This is an optimization exercise on Yosys and OpenROAD, whose aim is small area, not a production implementation. Only simulation tests tie the RTL to the original design; equivalence was not proved. Power and IR drop assume default switching activity.

## the previous run
// HitTheMouse
module HitTheMouse(
	input        mclk,       
	input        rst,        
	input  [7:0] btn,        
	output [7:0] led,        
	input  [3:0] fpgabtn,    
	output       OutBlue,
	output       OutGreen,
	output       OutRed,
	output       HS,
	output       VS,
	output       soundwave,  
	output       bgm         
);
reg       p;
reg [3:0] hr;
reg [6:0] hq;
reg [3:0] vr;
reg [5:0] vq;
reg [2:0] lm5;
wire hend = (hq==7'd79) && (hr==4'd9);
wire vend = (vq==6'd52) && (vr==4'd0);
always @(posedge mclk)
	if(rst) begin
		p<=1'b0; hr<=4'd0; hq<=7'd0; vr<=4'd0; vq<=6'd0; lm5<=3'd0;
	end else begin
		p<=~p;
		if(!p) begin
			if(hr==4'd9) begin
				hr<=4'd0;
				hq<=hend ? 7'd0 : hq+1'b1;
			end else hr<=hr+1'b1;
			if(hend) begin
				lm5<={lm5[1:0], ~(lm5[2]|lm5[1])};
				if(vend) begin
					vr<=4'd0; vq<=6'd0;
				end else if(vr==4'd9) begin
					vr<=4'd0; vq<=vq+1'b1;
				end else vr<=vr+1'b1;
			end
		end
	end
wire th = (hr==4'd0) &&
          ((lm5==3'b000 && (hq==7'd25 || hq==7'd75)) ||
           (lm5==3'b001 &&  hq==7'd45) ||
           (lm5==3'b011 && (hq==7'd15 || hq==7'd65)) ||
           (lm5==3'b110 &&  hq==7'd35) ||
           (lm5==3'b100 && (hq==7'd5  || hq==7'd55)));
wire tick  = th & p;
wire tick1 = th & ~p;
assign HS = !(((hq>7'd65) || (hq==7'd65 && hr>=4'd6)) && ((hq<7'd75) || (hq==7'd75 && hr<=4'd1)));
wire h0 = (hq==7'd0) && (hr==4'd0);
assign VS = !((vq==6'd48 && vr==4'd9 && !h0) || (vq==6'd49 && vr==4'd0) || (vq==6'd49 && vr==4'd1 && h0));
wire [7:0] up;
wire sc2, mx2;
wire [3:0] sc1, sc0, mx1, mx0;
wire [2:0] life;
wire [4:0] bq;
wire [3:0] brm;
wire [1:0] mission, sit;
wire hs, fs, ls;
game u_game(.clk(mclk), .rst(rst), .tick(tick), .tick1(tick1), .p(p), .btn(btn),
	.reset(fpgabtn[0]), .pause(fpgabtn[1]), .start(fpgabtn[2]),
	.up(up), .sc2(sc2), .sc1(sc1), .sc0(sc0), .mx2(mx2), .mx1(mx1), .mx0(mx0),
	.life(life), .bq(bq), .brm(brm), .mission(mission), .sit(sit), .hs(hs), .fs(fs), .ls(ls));
assign led = up;
sfx u_sfx(.clk(mclk), .rst(rst), .tick(tick), .hs(hs), .fs(fs), .ls(ls), .wave(soundwave));
music u_music(.clk(mclk), .rst(rst), .tick(tick), .sit(sit), .mission(mission), .wave(bgm));
vga u_vga(.hq(hq), .hr(hr), .vq(vq), .vr(vr), .up(up), .sc2(sc2), .sc1(sc1), .sc0(sc0),
	.mx2(mx2), .mx1(mx1), .mx0(mx0), .bq(bq), .brm(brm), .life(life), .mission(mission),
	.rgb({OutRed, OutGreen, OutBlue}));
  ...
Size: roughly 29 I/O pins.
export LEC_CHECK = 0
export ABC_AREA = 1
export CAP_MARGIN = 20
export CORE_MARGIN = 2
export CORE_UTILIZATION = 70
export SLEW_MARGIN = 20
create_clock -name core_clock -period 60.0 [get_ports {mclk}]
standard.sh (not shown) runs the stock make flow with config.mk's settings and CLKGATE_MAP_FILE= SYNTH_SCRIPT=/design/flow/synth_recipe.tcl, a recipe that flattens the netlist after the stock synthesis.
==> flow/flow/run.sh <==
#!/bin/bash
# Own layout flow: the standard synthesis; then the logic between its registers is
# mapped again for area (ABC: deepsyn, the area-oriented mapper amap, then stochastic remapping
# of overlapping parts with amap), four times with different random seeds in parallel, keeping
# the smallest; every register stays as the standard synthesis made it; then the standard
# layout steps.
set -euo pipefail
R=orfs/results/${FLOW_PLATFORM}/HitTheMouse/base
bash standard.sh synth > synth.log 2>&1
cp $R/1_2_yosys.v $R/1_2_yosys_standard.v
export REMAP_LIB=${FLOW_HOME}/platforms/${FLOW_PLATFORM}/lib/sky130_fd_sc_hd__tt_025C_1v80.lib
export REMAP_MAPLIB=$PWD/remap.lib
export REMAP_IN=$PWD/$R/1_2_yosys_standard.v
python3 flow/filterlib.py $REMAP_LIB $REMAP_MAPLIB > filterlib.log 2>&1
for s in 1 2 3 4; do
  sed "s/@S@/$s/g" flow/remap.abc > remap_$s.abc
  REMAP_SCRIPT=$PWD/remap_$s.abc REMAP_OUT=$PWD/remap_$s.v \
    ${FLOW_HOME}/../tools/install/yosys/bin/yosys -c flow/remap.tcl > remap_$s.log 2>&1 &
done
wait
best=$(for s in 1 2 3 4; do
  a=$(grep "Chip area for module" remap_$s.log | tail -1 | awk '{print $NF}')
  [ -n "$a" ] && [ -s remap_$s.v ] && echo "$a $s"
done | sort -g | head -1 | awk '{print $2}')
echo "remap areas:" > remap.log
grep -H "Chip area for module" remap_*.log >> remap.log
echo "kept seed $best" >> remap.log
cp remap_$best.v $R/1_2_yosys.v
# ports buffered with the smallest buffer; a clock tree of clkbuf_16 leaves for at most 28 registers
# each (clkbuf_4 above them), without dummy loads
bash standard.sh BUFFER_PORTS_ARGS="-buffer_cell sky130_fd_sc_hd__buf_1" \
  CTS_ARGS="-sink_clustering_enable -repair_clock_nets -sink_clustering_size 28 -sink_clustering_max_diameter 80 -buf_list sky130_fd_sc_hd__clkbuf_4 -sink_clustering_buffer sky130_fd_sc_hd__clkbuf_16 -dont_use_dummy_load" \
  finish > layout.log 2>&1
==> flow/flow/remap.abc <==
strash
&get -n
&deepsyn -T 400 -S @S@
&put
dch
amap
stochmap -N 14 -T 300 -I 1000000 -S @S@ -o "strash; dch; amap"
Other scripts of this flow, unchanged in this note and not shown: flow/flow/filterlib.py, flow/flow/remap.tcl
For the current run, these inputs were changed with respect to the previous run:
- putting GPL_TIMING_DRIVEN at 0 where nothing was set
--- a/flow/flow/run.sh
+++ b/flow/flow/run.sh
@@ -3,3 +3,3 @@
 # mapped again for area (ABC: deepsyn, the area-oriented mapper amap, then stochastic remapping
-# of overlapping parts with amap), four times with different random seeds in parallel, keeping
+# of overlapping parts with amap), eight times with different random seeds in parallel, keeping
 # the smallest; every register stays as the standard synthesis made it; then the standard
@@ -14,3 +14,3 @@
 python3 flow/filterlib.py $REMAP_LIB $REMAP_MAPLIB > filterlib.log 2>&1
-for s in 1 2 3 4; do
+for s in 1 2 3 4 5 6 7 8; do
   sed "s/@S@/$s/g" flow/remap.abc > remap_$s.abc
@@ -20,3 +20,3 @@
 wait
-best=$(for s in 1 2 3 4; do
+best=$(for s in 1 2 3 4 5 6 7 8; do
   a=$(grep "Chip area for module" remap_$s.log | tail -1 | awk '{print $NF}')
==> flow/flow/remap.abc <==
strash
&get -n
&deepsyn -T 900 -S @S@
&put
dch
amap
stochmap -N 14 -T 400 -I 1000000 -S @S@ -o "strash; dch; amap"
Results
Fraction of the core area covered by cells at the end of the flow: the current run vs the previous run down 0.24 points. Minimum clock period delta for the current run relative to the previous run: 0.14 ns higher. | clock network fraction of design power | the current run vs the previous run | 0.5 points lower |. Sort the previous run and the current run by clock power desc -> top: the previous run. Summary of the current run over the previous run: per-cell routed wire length moved down, highest ir drop seen on vdd moved up, final clock period utilization by the worst path moved up. Status: die area parity (the previous run, the current run).

## afterwards: timing with drivers on the ports
Ports are ideal in the flow. The routed layouts listed here were re-timed in OpenROAD. Step 1: set_driving_cell puts a clkbuf_16 on mclk and a buf_2 on each other input, an assumption about the parent block. Step 2, shift: input delay + t, output delay - t, t = (earliest + latest rising clock arrival at the registers) / 2. This alone moves slack from input paths to output paths. Slacks: no drivers / after step 1 / after step 2; pairs: no drivers / after step 1.
run | t (ns) | setup WS [ns] | worst hold slack (ns)
the previous run | 0.669 | 43.379 / 43.340 / 44.009 | 0.337 / 0.337 / 0.337
the current run | 0.665 | 43.240 / 43.196 / 43.861 | 0.262 / 0.262 / 0.262
After both steps every run listed still meets setup and hold.
